This is an optimization exercise on Yosys and OpenROAD, whose aim is small area and a short achievable clock period, not a production implementation. In this exercise RTL edits were held to simulation tests only and were not proved equivalent to the original. No activity file was given, so power comes from the tool's default toggle rates.

==> flow/design.v <==
`timescale 1ns / 1ps
module getOmega(
   input clk,
   input sck,
   input mosi,
   input ssel,
   output reg [39:0] omega,
   output reg chg,
   output wire sr40
);
    reg [2:0] SCKr;
    reg [1:0] SSELr;
    reg [1:0] MOSIr;
    always @(posedge clk) begin
        SCKr  <= {SCKr[1:0], sck};
        SSELr <= {SSELr[0], ssel};
        MOSIr <= {MOSIr[0], mosi};
    end
    wire sck_rise = ~SCKr[2] & SCKr[1];
    wire idle = SSELr[1];
    reg [40:0] sr;
    always @(posedge clk)
        if (sck_rise)
            sr <= {sr[39:0], MOSIr[1]};
    always @(posedge clk) begin
        if (idle)
            omega <= sr[39:0];
        chg <= idle & (sr[39:0] != omega);
    end
    assign sr40 = sr[40];
endmodule
module pfx_add #(parameter W = 8, parameter L = 3, parameter CI_LATE = 1) (a, b, ci, s, co);    
	input [W-1:0] a, b;
	input ci;
	output [W-1:0] s;
	output co;
	wire [W-1:0] p = a ^ b;
	wire [W-1:0] g = a & b;
	wire [(L+1)*W-1:0] gg, pp;
	assign gg[W-1:0] = CI_LATE ? g : {g[W-1:1], g[0] | (p[0] & ci)};
	assign pp[W-1:0] = p;
	genvar l, i;
	generate
		for (l = 0; l < L; l = l + 1) begin : lv
			for (i = 0; i < W; i = i + 1) begin : bt
				if ((i >> l) & 1) begin : join_
					localparam integer J = ((i >> l) << l) - 1;
					assign gg[(l+1)*W+i] = gg[l*W+i] | (pp[l*W+i] & gg[l*W+J]);
					assign pp[(l+1)*W+i] = pp[l*W+i] & pp[l*W+J];
				end else begin : pass_
					assign gg[(l+1)*W+i] = gg[l*W+i];
					assign pp[(l+1)*W+i] = pp[l*W+i];
				end
			end
		end
	endgenerate
	wire [W-1:0] c = CI_LATE ? gg[L*W +: W] | (pp[L*W +: W] & {W{ci}}) : gg[L*W +: W];    
	assign s = p ^ {c[W-2:0], ci};
	assign co = c[W-1];
endmodule
module capped_adder #(parameter RV1 = 0) (f, kl, kp, km, q1, nk, a1, a2, a3, a4, reset, hi, mid, lo, pos, neg);
	input [39:0] f;
	input [15:0] kl;
	input [12:0] kp;
	input [13:0] km;
	input q1, nk, a1, a2, a3, a4;    
	input reset;
	output [9:0] hi;
	output [1:0] mid;
	output [27:0] lo;
	output pos, neg;
	wire [29:0] k;
	assign k[15:0] = ({16{q1}} & kl) | ({16{nk}} & ~kl);
	assign k[29:16] = ({14{a1}} & {1'b0, kp}) | ({14{a4}} & ~{1'b0, kp})
	                | ({14{a2}} & km) | ({14{a3}} & ~km);
	wire [29:0] t;
	wire c30;
	pfx_add #(.W(30), .L(5), .CI_LATE(0)) add(.a(f[29:0]), .b(k), .ci(nk), .s(t), .co(c30));
	assign lo = t[27:0];
	wire [9:0] fh = f[39:30];
	wire up_ok = ~k[29] & (fh == 10'h1ff);
	wire dn_ok = k[29] & (fh == 10'h200);
	wire [9:0] fh_inc = fh + 10'd1;
	wire [9:0] fh_dec = fh - 10'd1;
	wire [9:0] rv = RV1 ? 10'h1ff : 10'h000;
	wire [9:0] h1 = reset ? rv : up_ok ? 10'h1ff : k[29] ? fh : fh_inc;
	wire [9:0] h0 = reset ? rv : dn_ok ? 10'h200 : k[29] ? fh_dec : fh;
	assign hi = ({10{c30}} & h1) | ({10{~c30}} & h0);
	assign mid = (t[29:28] | {2{pos}}) & ~{2{neg}};
	generate
		if (RV1) begin : rv1
			assign pos = (c30 & up_ok) | reset;
			assign neg = ~c30 & dn_ok & ~reset;
		end else begin : rv0
			assign pos = (c30 & up_ok) | reset;
			assign neg = (~c30 & dn_ok) | reset;
		end
	endgenerate
endmodule
module sd2(clk, reset, en, sd_in, bs_out, bs_out_nr);
input clk, reset;
input en;
input [11:0] sd_in;
output bs_out;
output bs_out_nr;                
reg [13:0] sd_reg1;
reg [13:0] sd_diff;              
wire ns = ~sd_reg1[13];
assign bs_out = ns;
wire [12:0] w = {~sd_in[11], sd_in[11:0]};
wire [11:0] dl = {1'b0, sd_reg1[10:0]} + {11'd0, ns};
wire [2:0] dh = sd_reg1[13:11] + {ns, ns, 1'b1} + {2'b00, dl[11]};
wire [13:0] nxd = {dh, dl[10:0]};
wire [13:0] r2 = {sd_reg1[12:0], 1'b1};
wire [13:0] hs = r2 ^ ~sd_diff ^ {1'b0, w};
wire [12:0] hc = (r2[12:0] & ~sd_diff[12:0]) | (r2[12:0] & w) | (~sd_diff[12:0] & w);
wire [13:0] s1;
wire c1_unused;
pfx_add #(.W(14), .L(4), .CI_LATE(0)) add1(.a(hs), .b({hc, ns}), .ci(ns), .s(s1), .co(c1_unused));
wire [13:0] nx1 = {s1[13] ^ ns, s1[12:0]};
wire [13:0] reg1_nx = reset ? 14'd0 : en ? nx1 : sd_reg1;
assign bs_out_nr = ~(en ? nx1[13] : sd_reg1[13]);
always @(posedge clk) begin
	sd_reg1 <= reg1_nx;
	sd_diff <= reset ? 14'd0 : en ? nxd : sd_diff;
end
endmodule
module sd_two_piece #(parameter [39:0] RESETVAL = 40'd0) (clk, reset, en, kl, kp, km, sel, sd_out, sd_out_nr);
input clk, reset;
input en;
input [15:0] kl;
input [12:0] kp;
input [13:0] km;
input [5:0] sel;              
output sd_out;
output sd_out_nr;             
	reg [9:0] hi;
	reg [1:0] mid;
	reg [27:0] lo;
	reg pos, neg;
	wire [9:0] hi_nx;
	wire [1:0] mid_nx;
	wire [27:0] lo_nx;
	wire pos_nx, neg_nx;
	wire [39:0] feedback = {hi, mid, (lo | {28{pos}}) & ~{28{neg}}};
	capped_adder #(.RV1(RESETVAL != 40'd0)) add(feedback, kl, kp, km,
		sel[5], sel[4], sel[3], sel[2], sel[1], sel[0], reset, hi_nx, mid_nx, lo_nx, pos_nx, neg_nx);
	always @(posedge clk) begin
		hi <= hi_nx;
		mid <= mid_nx;
		lo <= lo_nx;
		pos <= pos_nx;
		neg <= neg_nx;
	end
	sd2 sd_one(
	.clk(clk),
	.reset(reset),
	.en(en),
	.sd_in(feedback[39:28]),
	.bs_out(sd_out),
	.bs_out_nr(sd_out_nr));
endmodule
module sigma_delta_twopiece(clk, reset, en, en_nr, en_rst, kl, kp, km, sd_out);
input clk, reset;
input en;
input en_nr, en_rst;    
input [15:0] kl;
input [12:0] kp;
input [13:0] km;
output [1:0] sd_out;
	wire [1:0] nr;    
	function [5:0] selects(input e, input sk, input so);
		selects = {e & sk, e & ~sk, e & sk & so, e & sk & ~so, e & ~sk & so, e & ~sk & ~so};
	endfunction
	reg [5:0] sel0, sel1;
	always @(posedge clk) begin
		sel0 <= reset ? selects(en_rst, 1'b1, 1'b1) : selects(en_nr, nr[1], nr[0]);
		sel1 <= reset ? selects(en_rst, 1'b0, 1'b1) : selects(en_nr, ~nr[0], nr[1]);
	end
	sd_two_piece #(.RESETVAL(40'h7fffffffff))
	piece_0 (
		.clk(clk),
		.reset(reset),
		.en(en),
		.kl(kl), .kp(kp), .km(km),
		.sel(sel0),
		.sd_out(sd_out[0]),
		.sd_out_nr(nr[0]));
	sd_two_piece #(.RESETVAL(40'h0000000000))
	piece_1 (
		.clk(clk),
		.reset(reset),
		.en(en),
		.kl(kl), .kp(kp), .km(km),
		.sel(sel1),
		.sd_out(sd_out[1]),
		.sd_out_nr(nr[1]));
endmodule
`timescale 1ns / 1ps
module clkDivider(
    input inClk,
    input reset,
    input wire [3:0] od_nx,    
    output reg outEn,
    output wire outEn_nx,      
    output wire outEn_nr,      
    output wire outEn_rst      
    );
    reg [10:0] cnt;
    wire [11:0] c;
    assign c[0] = 1'b1;
    genvar j;
    generate
        for (j = 0; j < 11; j = j + 1) begin : inc
            assign c[j+1] = c[j] & cnt[j];
        end
    endgenerate
    wire [10:0] cnt_inc = cnt ^ c[10:0];
    wire [10:0] cnt_nx = reset ? 11'd0 : cnt_inc;
    wire big = (od_nx <= 4'd1) | (od_nx >= 4'd13);
    wire [11:0] t;
    generate
        for (j = 0; j < 11; j = j + 1) begin : th
            assign t[j] = big | (od_nx <= 11 - j);
        end
    endgenerate
    assign t[11] = 1'b0;
    wire [10:0] r = {t[11:2], t[0] & ~t[1]};
    wire [10:0] ok = ~t[10:0] | ~(cnt ^ r);
    assign outEn_nr = &ok;
    assign outEn_rst = ~t[1];
    assign outEn_nx = reset ? outEn_rst : outEn_nr;
    always @(posedge inClk) begin
        cnt <= cnt_nx;
        outEn <= outEn_nx;
    end
endmodule
`timescale 1ns / 1ps
module main(
    input CLK67MHZ,
    input sckPort,
    input mosiPort,
    input sselPort,
    input resetPort,
    output upPort,
    output downPort
    );
    wire clk = CLK67MHZ;
    wire reset = resetPort;
    wire [39:0] data;
    wire        chg;
    wire        sr40;
    getOmega omega(clk, sckPort, mosiPort, sselPort, data, chg, sr40);
    wire [15:0] kl;
    wire [12:0] kp;
    wire [13:0] km;
    wire [3:0]  od, od_nx;
    bitShifter bs(clk, chg, data, sr40, kl, kp, km, od, od_nx);
    wire en, en_nx, en_nr, en_rst;
    clkDivider getClk(clk, reset, od_nx, en, en_nx, en_nr, en_rst);
    wire [1:0] sdOut;
    sigma_delta_twopiece sigma_delta_twopiece(clk, reset, en, en_nr, en_rst, kl, kp, km, sdOut);
    reg d1, up_r, dn_r;
    always @(posedge clk) begin
        d1   <= sdOut[0];
        up_r <= ~(d1 & sdOut[0]);
        dn_r <= ~(d1 | sdOut[0]);
    end
    assign upPort = up_r;
    assign downPort = dn_r;
endmodule
module bitShifter(clk, chg, inval, sr40, kl, kp, km, outdivider, outdivider_nx);
input clk;
input chg;                   
input [39:0] inval;          
input sr40;                  
output reg [15:0] kl;
output reg [12:0] kp;
output reg [13:0] km;
output reg [3:0] outdivider;
output [3:0] outdivider_nx;
reg [39:0] internal_reg;
reg [3:0] countshift;
reg enable, inreg;
wire finished = |internal_reg[39:28];
assign outdivider_nx = finished ? outdivider : countshift;
always @(posedge clk) begin
    if (chg) begin
        enable <= 1'b1;
        inreg <= 1'b1;
        countshift <= 4'd0;
    end else if (enable) begin
        inreg <= 1'b0;
        if (!inreg && finished)
            countshift <= countshift + 4'd1;
    end
    if (inreg | finished)
        internal_reg <= ({40{inreg & ~chg}} & inval)
                      | ({40{inreg & chg}} & {sr40, inval[39:1]})
                      | ({40{~inreg}} & {1'b0, internal_reg[39:1]});
    if (!finished) begin
        kl <= internal_reg[15:0];
        kp <= {1'b0, internal_reg[27:16]} + 13'd1;
        km <= {2'b00, internal_reg[27:16]} - 14'd1;
        outdivider <= countshift;
    end
end
endmodule
==> flow/config.mk <==
export PLATFORM = sky130hd
export DESIGN_NAME = main
export DESIGN_NICKNAME = main
export VERILOG_FILES = /design/flow/design.v
export SDC_FILE = /design/flow/constraint.sdc
export NUM_CORES = 4
export LEC_CHECK = 0
export ABC_AREA = 1
export CAP_MARGIN = 20
export CORE_MARGIN = 2
export CORE_UTILIZATION = 40
export CTS_CLUSTER_DIAMETER = 120
export CTS_CLUSTER_SIZE = 24
export SLEW_MARGIN = 20
export TNS_END_PERCENT = 5
==> flow/constraint.sdc <==
create_clock -name core_clock -period 10.0 [get_ports {CLK67MHZ}]
set_input_delay 2.0000 -clock core_clock [delete_from_list [all_inputs] [get_ports {CLK67MHZ}]]
set_output_delay 2.0000 -clock core_clock [all_outputs]
set_load 0.01 [all_outputs]
standard.sh (not shown) runs the stock make flow with config.mk's settings and CLKGATE_MAP_FILE= SYNTH_SCRIPT=/design/flow/synth_recipe.tcl, a recipe that flattens the netlist after the stock synthesis.
==> flow/flow/run.sh <==
#!/bin/bash
set -euo pipefail
bash standard.sh SETUP_SLACK_MARGIN=7.0 finish > flow_standard.log 2>&1
The starting point completed without violations.
==> next run, changes <==
--- a/flow/design.v
+++ b/flow/design.v
@@ -5,9 +5,9 @@
    input mosi,
    input ssel,
    output reg [39:0] omega,
    output reg chg,
-   output wire sr40
+   output wire [39:0] prev
 );
     reg [2:0] SCKr;
     reg [1:0] SSELr;
     reg [1:0] MOSIr;
@@ -26,9 +26,9 @@
         if (idle)
             omega <= sr[39:0];
         chg <= idle & (sr[39:0] != omega);
     end
-    assign sr40 = sr[40];
+    assign prev = chg ? sr[40:1] : omega;
 endmodule
 module pfx_add #(parameter W = 8, parameter L = 3, parameter CI_LATE = 1) (a, b, ci, s, co);    
 	input [W-1:0] a, b;
 	input ci;
@@ -103,27 +103,28 @@
 input [11:0] sd_in;
 output bs_out;
 output bs_out_nr;                
 reg [13:0] sd_reg1;
-reg [13:0] sd_diff;              
+reg [13:0] sd_reg2;
 wire ns = ~sd_reg1[13];
 assign bs_out = ns;
+wire [11:0] v = {~sd_in[11], sd_in[10:0]};
 wire [12:0] w = {~sd_in[11], sd_in[11:0]};
-wire [11:0] dl = {1'b0, sd_reg1[10:0]} + {11'd0, ns};
-wire [2:0] dh = sd_reg1[13:11] + {ns, ns, 1'b1} + {2'b00, dl[11]};
-wire [13:0] nxd = {dh, dl[10:0]};
-wire [13:0] r2 = {sd_reg1[12:0], 1'b1};
-wire [13:0] hs = r2 ^ ~sd_diff ^ {1'b0, w};
-wire [12:0] hc = (r2[12:0] & ~sd_diff[12:0]) | (r2[12:0] & w) | (~sd_diff[12:0] & w);
+wire [13:0] s2;
+wire c2_unused;
+pfx_add #(.W(14), .L(4), .CI_LATE(0)) add2(.a(sd_reg2), .b({1'b0, ns, v}), .ci(ns), .s(s2), .co(c2_unused));
+wire [13:0] nx2 = {s2[13] ^ ns, s2[12:0]};
+wire [13:0] hs = sd_reg1 ^ sd_reg2 ^ {1'b0, w};
+wire [12:0] hc = (sd_reg1[12:0] & sd_reg2[12:0]) | (sd_reg1[12:0] & w) | (sd_reg2[12:0] & w);
 wire [13:0] s1;
 wire c1_unused;
 pfx_add #(.W(14), .L(4), .CI_LATE(0)) add1(.a(hs), .b({hc, ns}), .ci(ns), .s(s1), .co(c1_unused));
 wire [13:0] nx1 = {s1[13] ^ ns, s1[12:0]};
 wire [13:0] reg1_nx = reset ? 14'd0 : en ? nx1 : sd_reg1;
 assign bs_out_nr = ~(en ? nx1[13] : sd_reg1[13]);
 always @(posedge clk) begin
 	sd_reg1 <= reg1_nx;
-	sd_diff <= reset ? 14'd0 : en ? nxd : sd_diff;
+	sd_reg2 <= reset ? 14'd0 : en ? nx2 : sd_reg2;
 end
 endmodule
 module sd_two_piece #(parameter [39:0] RESETVAL = 40'd0) (clk, reset, en, kl, kp, km, sel, sd_out, sd_out_nr);
 input clk, reset;
@@ -248,15 +249,15 @@
     wire clk = CLK67MHZ;
     wire reset = resetPort;
     wire [39:0] data;
     wire        chg;
-    wire        sr40;
-    getOmega omega(clk, sckPort, mosiPort, sselPort, data, chg, sr40);
+    wire [39:0] prev;
+    getOmega omega(clk, sckPort, mosiPort, sselPort, data, chg, prev);
     wire [15:0] kl;
     wire [12:0] kp;
     wire [13:0] km;
     wire [3:0]  od, od_nx;
-    bitShifter bs(clk, chg, data, sr40, kl, kp, km, od, od_nx);
+    bitShifter bs(clk, chg, prev, kl, kp, km, od, od_nx);
     wire en, en_nx, en_nr, en_rst;
     clkDivider getClk(clk, reset, od_nx, en, en_nx, en_nr, en_rst);
     wire [1:0] sdOut;
     sigma_delta_twopiece sigma_delta_twopiece(clk, reset, en, en_nr, en_rst, kl, kp, km, sdOut);
@@ -268,13 +269,12 @@
     end
     assign upPort = up_r;
     assign downPort = dn_r;
 endmodule
-module bitShifter(clk, chg, inval, sr40, kl, kp, km, outdivider, outdivider_nx);
+module bitShifter(clk, chg, prev, kl, kp, km, outdivider, outdivider_nx);
 input clk;
 input chg;                   
-input [39:0] inval;          
-input sr40;                  
+input [39:0] prev;           
 output reg [15:0] kl;
 output reg [12:0] kp;
 output reg [13:0] km;
 output reg [3:0] outdivider;
@@ -293,12 +293,12 @@
         inreg <= 1'b0;
         if (!inreg && finished)
             countshift <= countshift + 4'd1;
     end
-    if (inreg | finished)
-        internal_reg <= ({40{inreg & ~chg}} & inval)
-                      | ({40{inreg & chg}} & {sr40, inval[39:1]})
-                      | ({40{~inreg}} & {1'b0, internal_reg[39:1]});
+    if (inreg)
+        internal_reg <= prev;
+    else if (finished)
+        internal_reg <= internal_reg >> 1;
     if (!finished) begin
         kl <= internal_reg[15:0];
         kp <= {1'b0, internal_reg[27:16]} + 13'd1;
         km <= {2'b00, internal_reg[27:16]} - 14'd1;
Effect: Area after synthesis rose by a few percent. Worst setup slack improves by 0.0074 ns. Clock-buffer cell count fell by 1. Worst hold slack improves by 0.0036 ns. Core utilization fell by 0.18 points. Clock skew fell by 0.0066 ns. Combinational power rose by well over a third. Sequential share of layout area fell by 0.85 points. Routed wire length rose by a few percent. Total power rose by about a fifth. Cell count rose by a few percent. Via count rose by a few percent. First-iteration DRC count fell by about a fifth. Final area rose by a few percent.

## static timing again, ports no longer ideal
No port has a modelled driver above. Below, the same layouts with a new extraction and two added sets of constraints.
Step 1, drivers: a clkbuf_16 drives CLK67MHZ and a buf_2 each remaining input, both assumed.
Step 2 times the ports against the registers' clock, not the clock port: input delays grow and output delays shrink by t, the midpoint of the rising clock arrivals with the driver on.
Three values: ideal ports, drivers, drivers and shift; two values: the first two.
| run | t (ns) | setup slack, ns | worst data-port slew with drivers (ns) |
|---|---|---|---|
| the first run | 0.605 | 7.016 / 6.967 / 6.527 | 0.03 |
| the second run | 0.592 | 7.023 / 6.966 / 6.510 | 0.03 |
After both steps every run listed still meets setup and hold. For the second run, which loses most, drivers alone change the setup slack by -0.057 ns; drivers and shift together by -0.513 ns.
